What follows belongs to an exercise in optimizing a design on an open flow for small area and a short achievable clock period; a production flow would make more cautious choices. No functional check of the RTL was part of any run shown here. No activity file was given, so power comes from the tool's default toggle rates.

--- design/flow/design.v ---
module stopwatch_01(clk,rst,key_reset,key_start_pasue,key_display_stop,hex0,hex1,hex2,hex3,hex4,hex5,hex6,hex7,led0,led1,led2,led3);
	input		clk,rst,key_reset,key_start_pasue,key_display_stop;
	output [6:0]	hex0,hex1,hex2,hex3,hex4,hex5,hex6,hex7;
	output	led0,led1,led2,led3;
	assign	led3 = 1'b0;
	reg	[1:0]	pre;
	wire	tick = pre[1];
	reg	[5:0]	hold_s, hold_d, hold_r;
	reg	start, freeze, cleared;
	reg	[3:0]	t0, t1, t2, t4, t6, t7;
	reg	[2:0]	t3, t5;
	reg	[3:0]	s0, s1, s2, s4, s6, s7;
	reg	[2:0]	s3, s5;
	wire	at50_s = hold_s[5] & hold_s[4] & hold_s[1];
	wire	at50_d = hold_d[5] & hold_d[4] & hold_d[1];
	wire	at50_r = hold_r[5] & hold_r[4] & hold_r[1];
	wire	push_s = tick & ~key_start_pasue;
	wire	push_d = tick & ~key_display_stop;
	wire	push_r = tick & ~key_reset;
	wire	fire_s = push_s & at50_s;
	wire	fire_d = push_d & at50_d;
	wire	fire_r = push_r & at50_r;
	wire	start_n  = start ^ fire_s;
	wire	freeze_n = freeze ^ fire_d;
	wire	clr = rst | fire_r;
	wire	n0 = t0[3] & t0[0];
	wire	n1 = t1[3] & t1[0];
	wire	n2 = t2[3] & t2[0];
	wire	n3 = t3[2] & t3[0];
	wire	n4 = t4[3] & t4[0];
	wire	n5 = t5[2] & t5[0];
	wire	n6 = t6[3] & t6[0];
	wire	c0 = tick & start_n;
	wire	c1 = c0 & n0;
	wire	c2 = c1 & n1;
	wire	c3 = c2 & n2;
	wire	c4 = c3 & n3;
	wire	c5 = c4 & n4;
	wire	c6 = c5 & n5;
	wire	c7 = c6 & n6;
	function [3:0] inc10;
		input [3:0] d;
		inc10 = {(d[3] & ~d[0]) | (d[2] & d[1] & d[0]), d[2] ^ (d[1] & d[0]), (d[1] ^ d[0]) & ~d[3], ~d[0]};
	endfunction
	function [2:0] inc6;
		input [2:0] d;
		inc6 = {(d[2] & ~d[0]) | (d[1] & d[0]), (d[1] ^ d[0]) & ~d[2], ~d[0]};
	endfunction
	wire	[3:0]	t0_n = clr ? 4'd0 : c0 ? inc10(t0) : t0;
	wire	[3:0]	t1_n = clr ? 4'd0 : c1 ? inc10(t1) : t1;
	wire	[3:0]	t2_n = clr ? 4'd0 : c2 ? inc10(t2) : t2;
	wire	[2:0]	t3_n = clr ? 3'd0 : c3 ? inc6(t3)  : t3;
	wire	[3:0]	t4_n = clr ? 4'd0 : c4 ? inc10(t4) : t4;
	wire	[2:0]	t5_n = clr ? 3'd0 : c5 ? inc6(t5)  : t5;
	wire	[3:0]	t6_n = clr ? 4'd0 : c6 ? inc10(t6) : t6;
	wire	[3:0]	t7_n = clr ? 4'd0 : c7 ? t7 + 4'd1 : t7;
	wire	load = clr | ~freeze_n;
	always @(posedge clk) begin
		pre[0] <= ~rst & ~pre[0] & ~pre[1];
		pre[1] <= ~rst & pre[0];
		hold_s <= rst ? 6'd0 : push_s ? (at50_s ? 6'd0 : hold_s + 6'd1) : hold_s;
		hold_d <= rst ? 6'd0 : push_d ? (at50_d ? 6'd0 : hold_d + 6'd1) : hold_d;
		hold_r <= rst ? 6'd0 : push_r ? (at50_r ? 6'd0 : hold_r + 6'd1) : hold_r;
		start   <= ~rst & start_n;
		freeze  <= ~rst & freeze_n;
		cleared <= ~rst & (cleared | fire_r);
		t0 <= t0_n; t1 <= t1_n; t2 <= t2_n; t3 <= t3_n;
		t4 <= t4_n; t5 <= t5_n; t6 <= t6_n; t7 <= t7_n;
		if (load) begin
			s0 <= t0_n; s1 <= t1_n; s2 <= t2_n; s3 <= t3_n;
			s4 <= t4_n; s5 <= t5_n; s6 <= t6_n; s7 <= t7_n;
		end
	end
	assign	led0 = start;
	assign	led1 = cleared;
	assign	led2 = freeze;
	seg10	u0(s0, hex0);
	seg10	u1(s1, hex1);
	seg10	u2(s2, hex2);
	seg10	u3({1'b0, s3}, hex3);
	seg10	u4(s4, hex4);
	seg10	u5({1'b0, s5}, hex5);
	seg10	u6(s6, hex6);
	sevenseg	u7(s7, hex7);
endmodule
module seg10(data, ledsegments);
	input	[3:0]	data;
	output	[6:0]	ledsegments;
	wire	b3 = data[3], b2 = data[2], b1 = data[1], b0 = data[0];
	wire	a = b3 | b1 | (b2 & b0) | (~b2 & ~b0);
	wire	b = ~b2 | (b1 & b0) | (~b1 & ~b0);
	wire	c = b2 | ~b1 | b0;
	wire	d = b3 | (~b2 & ~b0) | (b1 & ~b0) | (~b2 & b1) | (b2 & ~b1 & b0);
	wire	e = (~b2 & ~b0) | (b1 & ~b0);
	wire	f = b3 | (~b1 & ~b0) | (b2 & ~b1) | (b2 & ~b0);
	wire	g = b3 | (~b2 & b1) | (b2 & ~b1) | (b1 & ~b0);
	assign	ledsegments = ~{g, f, e, d, c, b, a};
endmodule
module sevenseg(data,ledsegments);
	input	[3:0]	data;
	output	[6:0]	ledsegments;
	wire	[6:0]	lit;
	seg10	u(data, lit);
	wire	blank = data[3] & (data[2] | data[1]);
	assign	ledsegments = lit | {7{blank}};
endmodule
--- design/flow/flow/run.sh ---
#!/bin/bash
# Standard ORFS layout, with the port buffers inserted as small buf_1 cells
# instead of the default pick. All tool output goes to flow_make.log.
set -euo pipefail
cat >> config.mk <<'MK'
export BUFFER_PORTS_ARGS = -buffer_cell sky130_fd_sc_hd__buf_1
MK
bash standard.sh > flow_make.log 2>&1
--- design/flow/standard.sh ---
#!/bin/bash
# synth_recipe.tcl (not shown) runs the flow's synth.tcl, then flattens the netlist and writes it again
# the make line also repeats each setting of config.mk as NAME=value (left out here)
make -C /OpenROAD-flow-scripts/flow DESIGN_CONFIG=/design/flow/config.mk WORK_HOME=/design/flow/orfs CLKGATE_MAP_FILE= SYNTH_SCRIPT=/design/flow/synth_recipe.tcl "${@:-finish}"
--- design/flow/config.mk ---
export PLATFORM = sky130hd
export DESIGN_NAME = stopwatch_01
export DESIGN_NICKNAME = stopwatch_01
export VERILOG_FILES = /design/flow/design.v
export SDC_FILE = /design/flow/constraint.sdc
export NUM_CORES = 4
export LEC_CHECK = 0
export ABC_AREA = 1
export CAP_MARGIN = 20
export CORE_MARGIN = 2
export CORE_UTILIZATION = 45
export SETUP_SLACK_MARGIN = 2.9
export SLEW_MARGIN = 20
export BUFFER_PORTS_ARGS = -buffer_cell sky130_fd_sc_hd__buf_1
--- design/flow/constraint.sdc ---
create_clock -name core_clock -period 5.0 [get_ports {clk}]
set_input_delay 1.0000 -clock core_clock [delete_from_list [all_inputs] [get_ports {clk}]]
set_output_delay 1.0000 -clock core_clock [all_outputs]
set_load 0.01 [all_outputs]
==> results of run 1 <==
## power by group through the flow
stage	registers [mW]	logic (mW)	clock network, mW
after floorplan	0.716	0.0182	0
after global placement	0.717	0.0238	0
after detailed placement	0.717	0.0242	0
after CTS	0.701	0.0289	0.563
after global routing	0.702	0.0371	0.596
final	0.701	0.0324	0.556
## cells by family after synthesis
group                      after synthesis  share of synthesized area (%)
buffers and inverters                   88                          8.492
other                                    1                        0.09322
AOI/OAI and AO/OA                      107                          14.59
DFF                                     83                          48.77
xor gates and xnor gates                 6                          1.306
and+or+nand+nor                        198                          22.71
adders and majority gates               13                          4.044
## cell usage in the layout (no fill, tap or decap), drive strengths merged
cell / count
a211oi: 9
a21boi: 2
a21oi: 51
and2: 1
and3: 2
buf: 138
bufinv: 1
clkbuf: 16
clkinvlp: 1
conb: 1
dfxtp: 53
edfxtp: 30
ha: 13
inv: 86
nand2: 74
nand3: 10
nand3b: 4
nand4: 9
nor2: 66
nor3: 28
nor3b: 4
nor4: 1
o211ai: 5
o21ai: 37
o21bai: 2
o31ai: 1
xnor2: 1
xor2: 5
## metal layers
metal	vias up	part of all wire, %	GRT usage (%)
met5	-	0	0
met4	0	1.4	6.322
met3	13	4.0	4.326
met2	83	53	35.79
met1	1818	42	23.91
li1	1962	-	-
## critical path: cells and delay by family (launching register included)
kind / cells / cell delay [ns]
buffers and inverters: 2 / 0.29
DFF: 1 / 0.45
and+or+nand+nor: 3 / 0.43
## final cells by class
class / count / share of cell area [%]
clock buffer: 11 / 2.864
inverter: 83 / 5.624
clock inverter: 5 / 0.9889
sequential: 83 / 32.32
timing repair buffer: 143 / 17.10
multi-input combinational: 326 / 38.88
tap: 108 / 2.225
## per-stage QoR
stage	hold WS [ns]	instance area, um^2	total power, mW
6_report	0.4163	6073	1.289
5_1_grt	0.4412	6073	1.335
4_1_cts	0.4205	5380	1.293
3_5_place_dp	0.4057	4419	0.7409
3_3_place_gp	0.4002	4419	0.7404
2_1_floorplan	0.3904	4080	0.7341
## timing repair
action / CTS / global route
cloned: 1 / 1
gates resized for setup: 163 / 119
hold buffers: 0 / 0
buffers inserted: 52 / 27
pin swaps: 44 / 37
setup endpoints to repair: 118 / 120
## worst max path at each step
stage,start,end,slack (ns),depth (start not counted)
global route,s4[2],hex4[3],2.44,5
finish,s4[2],hex4[3],2.48,5
global placement,key_reset,s5[0],1.91,7
CTS,s2[1],hex2[3],2.55,4
detailed placement,key_reset,s5[0],1.80,7
floorplan,key_start_pasue,s7[0],2.63,11
==> impl_metrics.toml, run 1 <==
[outcome]
outcome = "no timing/DRC/antenna violations"

[sta]
clock.fmax_mhz = 396.4
tns_ns = 0
drv_slew = 0
setup_violations = 0
fin_crit_sh_pct = 50.46
rsz0062_at_grt = "yes"
period_needed_ns = 2.523
skew_ns = 0.008684
hold_viol = 0
worst_slack_ns = 2.477

[setup_path]
start_kind = "flip-flop"
worstPathRequired_ns = 4.00
endpoint_kind = "output pin"
r2r_start = "hold_s[1]"
cp_cell_sequence = "inv_2 -> nor2_4 -> nor2_4 -> nor3_1 -> buf_2"
r2r_setup_slack_ns = 2.92
cp_max_fo = 4
rr_endpoint = "s6[3]"
cp_common_cell = "nor2_4"
cp_slowest_cell = "edfxtp_1"
setup.worst_path.class = "reg -> out"
rr_worst_depth = 9
cpPeakStageDelay_ns = 0.45
cp.arrival_ns = 1.52

[hold_path]
whs_endpoint = "pre[0]"
hold_path.class = "reg -> reg"
min-delay-start = "pre[0]"
whs_path_depth = 1

[synth]
synth_top_cell_by_area = "dfxtp_1"
syn_inst = 496
synth_cell_types = 32
ys_top_cells_by_area = "dfxtp_1 26%, edfxtp_1 22%, inv_1 7.7%, nand2_1 6.7%, a21oi_1 6.3%"
synth.yosys.seq_area_share_pct = 48.77
synth_edf_count = 30
ys_warn_count = 1
synthArstFlopShare_pct = 0
synth_most_common_cell = "inv_1"
synth_seq_cells = 83
synthTopCellsByCount = "83 x inv_1, 72 x nand2_1, 63 x nor2_1, 53 x dfxtp_1, 51 x a21oi_1"
synthFlopType = "dfxtp_1"
syn_area_per_cell_um2 = 8.110
netlist.area_leader.share_pct = 26.38
netlist_area_um2 = 4023
synth_nets = 514

[clocking]
htreeDepth = 3
cts_buffer_depth = 2
clock_latency_ns = 0.36
numCtsBuffers = 9
cts.sinks = 83
clk_pin_slew_ns = 0.09
cts_tree = "done"
cts_root_buf = "clkbuf_8"

[placement]
gp_congestion = 0.8269
hpwlAfterDp_mm = 5.509
place_inst = 662
dp_slack_ns = 1.803
io_buffers = 63

[die]
die_area_um2 = 9711
rows = 34
die_x_um = 98.55
start_util_pct = 46.35
io_pins = 65
die_h_um = 98.55
design.core.area_um2 = 8678

[global_routing]
grt_pass1_wl_mm = 15.81
overflow = 0
grt_util_all_layers_pct = 19.97
antenna_found_initial = 0
grt_pass1_vias = 3526
grt_max_degree = 31

[drt]
antenna_left = 0
wl_mm = 10.34
viasPerCell = 5.107
firstDrtPassIters = 4
drtIter0Drc = 123
route.detailed.drc = 0
vias = 3876
route.detailed.wl_per_inst_um = 13.63

[power]
switchingPower_uw = 284.8
power.share.clock_pct = 43.1
swShare_pct = 22.09
power.density_nw_per_um2 = 212.3
combinationalPowerShare_pct = 2.5
internal-power_mw = 1.004
power_frac_seq_pct = 54.4
leakage_nw = 2.673
irDropWorstVdd_v = 0.0001618

[finish]
largest_registers = "hold_d x6, hold_r x6, hold_s x6"
num-fill-cells = 653
nNetsFinal = 664
n_antenna_cell = 0
regArea_um2 = 1963
final_util_pct = 69.98
multi_input_area_um2 = 2361
area_delta_synth_final_pct = 50.98
layout-drive-gt1-share_pct = 46.24
final_cells = 759

[flow_run]
cap_viol_max_count = 0
==> inputs of run 2 (changes only) <==
--- a/design/flow/design.v
+++ b/design/flow/design.v
@@ -57,2 +57,5 @@
 	wire	load = clr | ~freeze_n;
+	wire	[29:0]	s_n;
+	hold_mux	#(30)	u_hold({t7_n, t6_n, t5_n, t4_n, t3_n, t2_n, t1_n, t0_n},
+				{s7, s6, s5, s4, s3, s2, s1, s0}, load, s_n);
 	always @(posedge clk) begin
@@ -68,6 +71,3 @@
 		t4 <= t4_n; t5 <= t5_n; t6 <= t6_n; t7 <= t7_n;
-		if (load) begin
-			s0 <= t0_n; s1 <= t1_n; s2 <= t2_n; s3 <= t3_n;
-			s4 <= t4_n; s5 <= t5_n; s6 <= t6_n; s7 <= t7_n;
-		end
+		{s7, s6, s5, s4, s3, s2, s1, s0} <= s_n;
 	end
@@ -79,7 +79,14 @@
 	seg10	u2(s2, hex2);
-	seg10	u3({1'b0, s3}, hex3);
+	seg6	u3(s3, hex3);
 	seg10	u4(s4, hex4);
-	seg10	u5({1'b0, s5}, hex5);
+	seg6	u5(s5, hex5);
 	seg10	u6(s6, hex6);
 	sevenseg	u7(s7, hex7);
+endmodule
+module hold_mux(a, b, sel, y);
+	parameter	W = 1;
+	input	[W-1:0]	a, b;
+	input		sel;
+	output	[W-1:0]	y;
+	assign	y = sel ? a : b;
 endmodule
@@ -101,6 +108,24 @@
 	output	[6:0]	ledsegments;
-	wire	[6:0]	lit;
-	seg10	u(data, lit);
-	wire	blank = data[3] & (data[2] | data[1]);
-	assign	ledsegments = lit | {7{blank}};
+	wire	b3 = data[3], b2 = data[2], b1 = data[1], b0 = data[0];
+	wire	on = ~(b3 & (b2 | b1));
+	wire	a = b3 | b1 | (b2 & b0) | (~b2 & ~b0);
+	wire	b = ~b2 | (b1 & b0) | (~b1 & ~b0);
+	wire	c = b2 | ~b1 | b0;
+	wire	d = b3 | (~b2 & ~b0) | (b1 & ~b0) | (~b2 & b1) | (b2 & ~b1 & b0);
+	wire	e = (~b2 & ~b0) | (b1 & ~b0);
+	wire	f = b3 | (~b1 & ~b0) | (b2 & ~b1) | (b2 & ~b0);
+	wire	g = b3 | (~b2 & b1) | (b2 & ~b1) | (b1 & ~b0);
+	assign	ledsegments = ~({g, f, e, d, c, b, a} & {7{on}});
 endmodule
+module seg6(data, ledsegments);
+	input	[2:0]	data;
+	output	[6:0]	ledsegments;
+	wire	b2 = data[2], b1 = data[1], b0 = data[0];
+	wire	a = b1 | ~(b2 ^ b0);
+	wire	b = ~(b2 & b0);
+	wire	c = ~(b1 & ~b0);
+	wire	e = ~b2 & ~b0;
+	wire	f = b2 | (~b1 & ~b0);
+	wire	g = b2 | b1;
+	assign	ledsegments = ~{g, f, e, a, c, b, a};
+endmodule
--- a/design/flow/config.mk
+++ b/design/flow/config.mk
@@ -10,5 +10,6 @@
 export CORE_MARGIN = 2
-export CORE_UTILIZATION = 45
-export SETUP_SLACK_MARGIN = 2.9
+export CORE_UTILIZATION = 50
+export SETUP_SLACK_MARGIN = 2.8
 export SLEW_MARGIN = 20
+export SYNTH_HIERARCHICAL = 1
 export BUFFER_PORTS_ARGS = -buffer_cell sky130_fd_sc_hd__buf_1
==> impl_metrics.toml, run 2 <==
[synth]
synthFlopType = "dfxtp_1"
netlist.area_leader.share_pct = 40.12
ys_warn_count = 7
synth_cell_types = 36
synthArstFlopShare_pct = 0
syn_inst = 610
synthTopCellsByCount = "195 x nand2_1, 83 x dfxtp_1, 76 x inv_1, 71 x nor2_1, 35 x a21oi_1"
ys_top_cells_by_area = "dfxtp_1 40%, nand2_1 18%, inv_1 6.9%, nor2_1 6.4%, a21oi_1 4.2%"
synth.yosys.seq_area_share_pct = 40.12
synth_edf_count = 0
synth_top_cell_by_area = "dfxtp_1"
netlist_area_um2 = 4141
synth_nets = 628
synth_seq_cells = 83
synth_most_common_cell = "nand2_1"
syn_area_per_cell_um2 = 6.789

[finish]
nNetsFinal = 716
layout-drive-gt1-share_pct = 27.88
largest_registers = "hold_d x6, hold_r x6, hold_s x6"
layout_common_cells = "175 x nand2_1, 65 x nor2_1, 59 x dfxtp_1, 56 x inv_1"
final_common_cell = "nand2_1"
area_delta_synth_final_pct = 28.43
n_antenna_cell = 0

[clocking]
numCtsBuffers = 9
cts_hold_buf = 0
cts_tree = "done"
htreeDepth = 3
cts.sinks = 83
clock_latency_ns = 0.36
cts_buffer_depth = 2
cts_root_buf = "clkbuf_8"
clk_pin_slew_ns = 0.08

[setup_path]
r2r_start = "pre[1]"
endpoint_kind = "output pin"
r2r_setup_slack_ns = 3.01
rr_endpoint = "s5[0]"
setup.worst_path.class = "reg -> out"
cp_max_fo = 2
start_kind = "flip-flop"
rr_worst_depth = 10
cp.arrival_ns = 1.25
worstPathRequired_ns = 4.00

[global_routing]
overflow = 0
grt_pass1_vias = 3484
grt_max_degree = 32
grt_pass1_wl_mm = 15.04
antenna_found_initial = 0
grt_util_all_layers_pct = 20.67

[flow_run]
cap_viol_max_count = 0

[drt]
viasPerCell = 4.972
wl_mm = 9.262
dr_wl_met3_um = 295
drtIter0Drc = 194
route.met2.wl_mm = 4.576
firstDrtPassIters = 6
route.detailed.drc = 0
route.detailed.wl_per_inst_um = 11.46
vias = 4017
top_layer_used = "met4"
wl_met1_mm = 4.300
antenna_left = 0

[sta]
tns_ns = 0
rsz0062_at_grt = "yes"
setup_violations = 0
fin_crit_sh_pct = 44.95
whs_ns = 0.4169
skew_ns = 0.01237
hold_viol = 0
clock.fmax_mhz = 445.0
drv_slew = 0
period_needed_ns = 2.247
worst_slack_ns = 2.753

[power]
irDropWorstVdd_v = 0.0001576
leakage_nw = 2.447
power.density_nw_per_um2 = 219.0

[die]
rows = 33
start_util_pct = 50.92
die_area_um2 = 9027
io_pins = 65
die_h_um = 95.01
die_x_um = 95.01
design.core.area_um2 = 8134

[placement]
gp_congestion = 0.8251
hpwlAfterDp_mm = 5.887
dp_slack_ns = 1.628
io_buffers = 63

[hold_path]
whs_endpoint = "pre[0]"
min-delay-start = "pre[0]"
whs_path_depth = 1
hold_path.class = "reg -> reg"

[outcome]
outcome = "no timing/DRC/antenna violations"
==> run 2: layout make-up <==
class | instances | area [um^2]
Clock buffer | 10 | 127.6
Clock inverter | 6 | 66.31
Fill cell | 732 | 2815
Inverter | 84 | 364.1
Multi-Input combinational cell | 433 | 2381
Sequential cell | 83 | 1734
Tap cell | 105 | 131.4
Timing Repair Buffer | 87 | 514.2
==> run 2: critical path, cell delays in order, from the launching register on <==
cell and delay (ns):
dfxtp_2 0.34, inv_2 0.05, ha_4 0.25, inv_2 0.03, nor2_4 0.10, buf_6 0.12
==> run 2: timing repair <==
item | 4_1_cts | 5_1_grt
cloned | 2 | 1
buffers inserted | 8 | 16
pin swaps | 11 | 31
resized for setup | 77 | 121
endpoints found under the setup margin | 90 | 76
==> run 2: metal layers <==
layer | vias to the layer above | global-route usage [%]
met3 | 8 | 3.794
li1 | 2103 | -
met1 | 1851 | 26.29
met4 | 0 | 7.367
met2 | 55 | 35.17
met5 | - | 0
==> run 2: modules after synthesis, one instance, submodules excluded, excerpt <==
module / cells / area [um^2] / flops+latches
stopwatch_01: 353 / 3037 / 83
seg10: 22 / 95.09 / 0
sevenseg: 24 / 117.6 / 0
seg6: 13 / 70.07 / 0
==> run 2: kinds of logic after synthesis <==
group / after synthesis / synth area share, %
AO/OA/AOI/OAI: 74 / 10.03
XOR/XNOR: 4 / 0.8458
adder cells (fa/ha/maj): 13 / 3.928
buffers and inverters: 97 / 9.426
flip-flops: 83 / 40.12
other: 1 / 0.09055
AND/OR/NAND/NOR: 338 / 35.56
==> run 2: metrics by stage <==
| step | util, % | cells | instance area [um^2] | power [mW] |
|---|---|---|---|---|
| final | 65.39 | 808 | 5319 | 1.165 |
| after global routing | 65.39 | 808 | 5319 | 1.210 |
| after CTS | 60.05 | 791 | 4885 | 1.173 |
| after detailed placement | 54.85 | 765 | 4462 | 0.7060 |
| after global placement | 54.85 | 765 | 4462 | 0.7058 |
| after floorplan | - | 610 | 4169 | 0.6994 |
==> run 2: worst max path at each step <==
stage	startpoint	to	slack [ns]	depth (start not counted)
floorplan	key_start_pasue	s6[1]	2.70	12
global placement	key_display_stop	s7[2]	1.77	9
detailed placement	key_display_stop	s7[3]	1.63	9
CTS	s5[2]	hex5[3]	2.75	5
global route	s7[2]	hex7[1]	2.70	5
finish	s3[0]	hex3[3]	2.75	5
==> run 2: power by group <==
| part | switching [mW] | internal [mW] | total (mW) | leakage (nW) |
|---|---|---|---|---|
| Clock | 0.245 | 0.231 | 0.476 | 0.0885 |
| Combinational | 0.0199 | 0.0108 | 0.0307 | 1.67 |
| Sequential | 0.00414 | 0.655 | 0.659 | 0.686 |
==> inputs of run 3 (changes only) <==
--- a/design/flow/config.mk
+++ b/design/flow/config.mk
@@ -11,3 +11,2 @@
 export CORE_UTILIZATION = 50
-export SETUP_SLACK_MARGIN = 2.8
 export SLEW_MARGIN = 20
==> impl_metrics.toml, run 3 <==
[synth]
synth.yosys.seq_area_share_pct = 40.12
syn_area_per_cell_um2 = 6.789
netlist_area_um2 = 4141
synth_cell_types = 36
synthTopCellsByCount = "195 x nand2_1, 83 x dfxtp_1, 76 x inv_1, 71 x nor2_1, 35 x a21oi_1"
synth_nets = 628
netlist.area_leader.share_pct = 40.12
syn_inst = 610
ys_top_cells_by_area = "dfxtp_1 40%, nand2_1 18%, inv_1 6.9%, nor2_1 6.4%, a21oi_1 4.2%"
synth_edf_count = 0
synthFlopType = "dfxtp_1"
synthArstFlopShare_pct = 0
synth_most_common_cell = "nand2_1"
synth_seq_cells = 83
synth_top_cell_by_area = "dfxtp_1"
ys_warn_count = 7

[setup_path]
endpoint_kind = "flip-flop"
cp_max_fo = 21
setup.worst_path.class = "in -> reg"
start_kind = "primary input"
worstPathRequired_ns = 5.24
cp.arrival_ns = 2.96

[global_routing]
grt_util_all_layers_pct = 18.47
overflow = 0
grt_pass1_wl_mm = 13.43
grt_max_degree = 32
antenna_found_initial = 0
grt_pass1_vias = 3187

[die]
die_x_um = 95.01
die_area_um2 = 9027
design.core.area_um2 = 8134
rows = 33
start_util_pct = 50.92
io_pins = 65
die_h_um = 95.01

[clocking]
htreeDepth = 3
clk_pin_slew_ns = 0.08
cts_root_buf = "clkbuf_8"
numCtsBuffers = 9
post_cts_resized = 0
cts_setup_buffers = 0
cts_hold_buf = 0
cts.sinks = 83
cts_tree = "done"
cts_buffer_depth = 2
clock_latency_ns = 0.35

[drt]
viasPerCell = 4.709
antenna_left = 0
route.detailed.drc = 0
wl_mm = 7.843
drtIter0Drc = 109
route.detailed.wl_per_inst_um = 10.04
vias = 3678
firstDrtPassIters = 5

[finish]
layout_common_cells = "194 x nand2_1, 83 x dfxtp_1, 76 x inv_1, 71 x nor2_1, 63 x buf_1"
final_cells = 781
final_common_cell = "nand2_1"
largest_registers = "hold_d x6, hold_r x6, hold_s x6"
layout-drive-gt1-share_pct = 6.509
n_antenna_cell = 0
nNetsFinal = 689
area_delta_synth_final_pct = 12.63

[power]
power_frac_seq_pct = 54.4
leakage_nw = 2.133
swShare_pct = 20.34
power.density_nw_per_um2 = 263.1
combinationalPowerShare_pct = 1.8
power_mw = 1.227
switchingPower_uw = 249.6
internal-power_uw = 977.6
power.share.clock_pct = 43.9
irDropWorstVdd_v = 0.0001547

[placement]
gp_congestion = 0.7871
place_inst = 765
hpwlAfterDp_mm = 5.682
io_buffers = 63

[sta]
relSlewSlack_pct = 49.57
skew_ns = 0.01131
fin_crit_sh_pct = 54.34
worst_pin_slew_ns = 0.7547
setup_violations = 0
rsz0062_at_grt = "no"
clock.fmax_mhz = 368.1
hold_viol = 0
drv_slew = 0
period_needed_ns = 2.717
tns_ns = 0

[outcome]
outcome = "no timing/DRC/antenna violations"

[hold_path]
hold_path.class = "reg -> reg"

[flow_run]
cap_viol_max_count = 0
[run 3: cell count changes in the layout (fill, tap and decap cells not counted), moves of 7 or more]
cell	change
a21oi_1	+7
buf_1	+37
buf_2	-28
buf_4	-21
dfxtp_1	+24
dfxtp_2	-7
dfxtp_4	-17
inv_1	+20
inv_2	-8
inv_4	-8
nand2_1	+19
nand2_2	-14
[run 3: cells by family (layout without fill, tap and decap cells)]
kind of cell | count (synthesis) | count (layout) | share of synthesized area [%]
simple gates | 338 | 338 | 35.56
compound gates | 74 | 74 | 10.03
other cells | 1 | 1 | 0.09055
fa+ha+maj | 13 | 13 | 3.928
flops | 83 | 83 | 40.12
buf+inv | 97 | 163 | 9.426
xor+xnor | 4 | 4 | 0.8458
[run 3: worst paths after layout]
path | from | to | slack, ns | cells past startpoint
max | key_reset | s2[0] | 2.28 | 9
min | pre[0] | pre[0] | 0.42 | 1
max reg2reg | pre[1] | s2[0] | 2.38 | 9
min reg2reg | pre[0] | pre[0] | 0.42 | 1
[run 3: metal layers]
layer  GRT usage, %  routed length (um)  vias up
met5              0                   0        -
met4          7.246                 102        0
met3          3.320                 256        7
met2          30.20                3419       57
met1          24.27                4065     1583
li1               -                   -     2031
[run 3: area by class of cell]
type	count	area [um^2]
Sequential cell	83	1662
Clock buffer	12	155.1
Tap cell	105	131.4
Multi-Input combinational cell	430	2092
Fill cell	825	3470
Inverter	84	315.3
Clock inverter	4	72.57
Timing Repair Buffer	63	236.5
[run 3: power groups by stage]
stage | sequential [mW] | clock, mW | combinational [mW]
final | 0.667 | 0.539 | 0.0215
after global routing | 0.668 | 0.575 | 0.0258
after CTS | 0.667 | 0.555 | 0.0219
after detailed placement | 0.683 | 0 | 0.0217
after global placement | 0.683 | 0 | 0.0213
after floorplan | 0.682 | 0 | 0.0165
[run 3: metrics by stage]
stage / hold slack, ns / area [um^2] / worst slack, ns / util (%)
2_1_floorplan: 0.3904 / 4141 / 2.663 / -
3_3_place_gp: 0.3985 / 4434 / 1.800 / 54.51
3_5_place_dp: 0.4119 / 4434 / 1.625 / 54.51
4_1_cts: 0.4248 / 4662 / 2.003 / 57.31
5_1_grt: 0.4402 / 4664 / 2.011 / 57.35
6_report: 0.4214 / 4664 / 2.283 / 57.35
[run 3: Yosys stat by module, one instance, submodules excluded, a selection]
module	copies in the design	cell area (um^2)	flip-flops and latches
stopwatch_01	1	3037	83
sevenseg	1	117.6	0
seg10	5	95.09	0
seg6	2	70.07	0
[run 3: worst max-delay path: stages]
cell and delay (ns):
buf_1 0.07, nor2_1 0.20, nand4_1 0.19, nand2_1 0.61, inv_1 0.47, o21ai_0 0.19
a21oi_1 0.08, nand2_1 0.08, nand2_1 0.06

re-timing with driven ports:
In the flow no input, the clock included, has a driving cell. The finished layouts below were timed again as built, in two steps.
Step 1 sets driving cells, clkbuf_16 on the clock port and buf_2 on the other inputs (assumed; they add their load-dependent delay and slew).
Step 2 times the ports against the registers' clock, not the clock port: input delays grow and output delays shrink by t, the midpoint of the rising clock arrivals with the driver on.
Three values: ideal, step 1, step 2; two values: the first two.
run	t (ns)	setup slack, ns	hold slack, ns	worst slew at a driven data input, ns
run 1	0.394	2.477 / 2.443 / 2.394	0.416 / 0.416 / 0.416	0.06
run 2	0.382	2.753 / 2.723 / 2.461	0.417 / 0.417 / 0.417	0.05
run 3	0.380	2.283 / 2.295 / 1.915	0.421 / 0.421 / 0.421	0.03
After both steps every run listed still meets setup and hold. For run 3, which loses most, drivers alone change the setup slack by +0.012 ns; drivers and shift together by -0.368 ns.
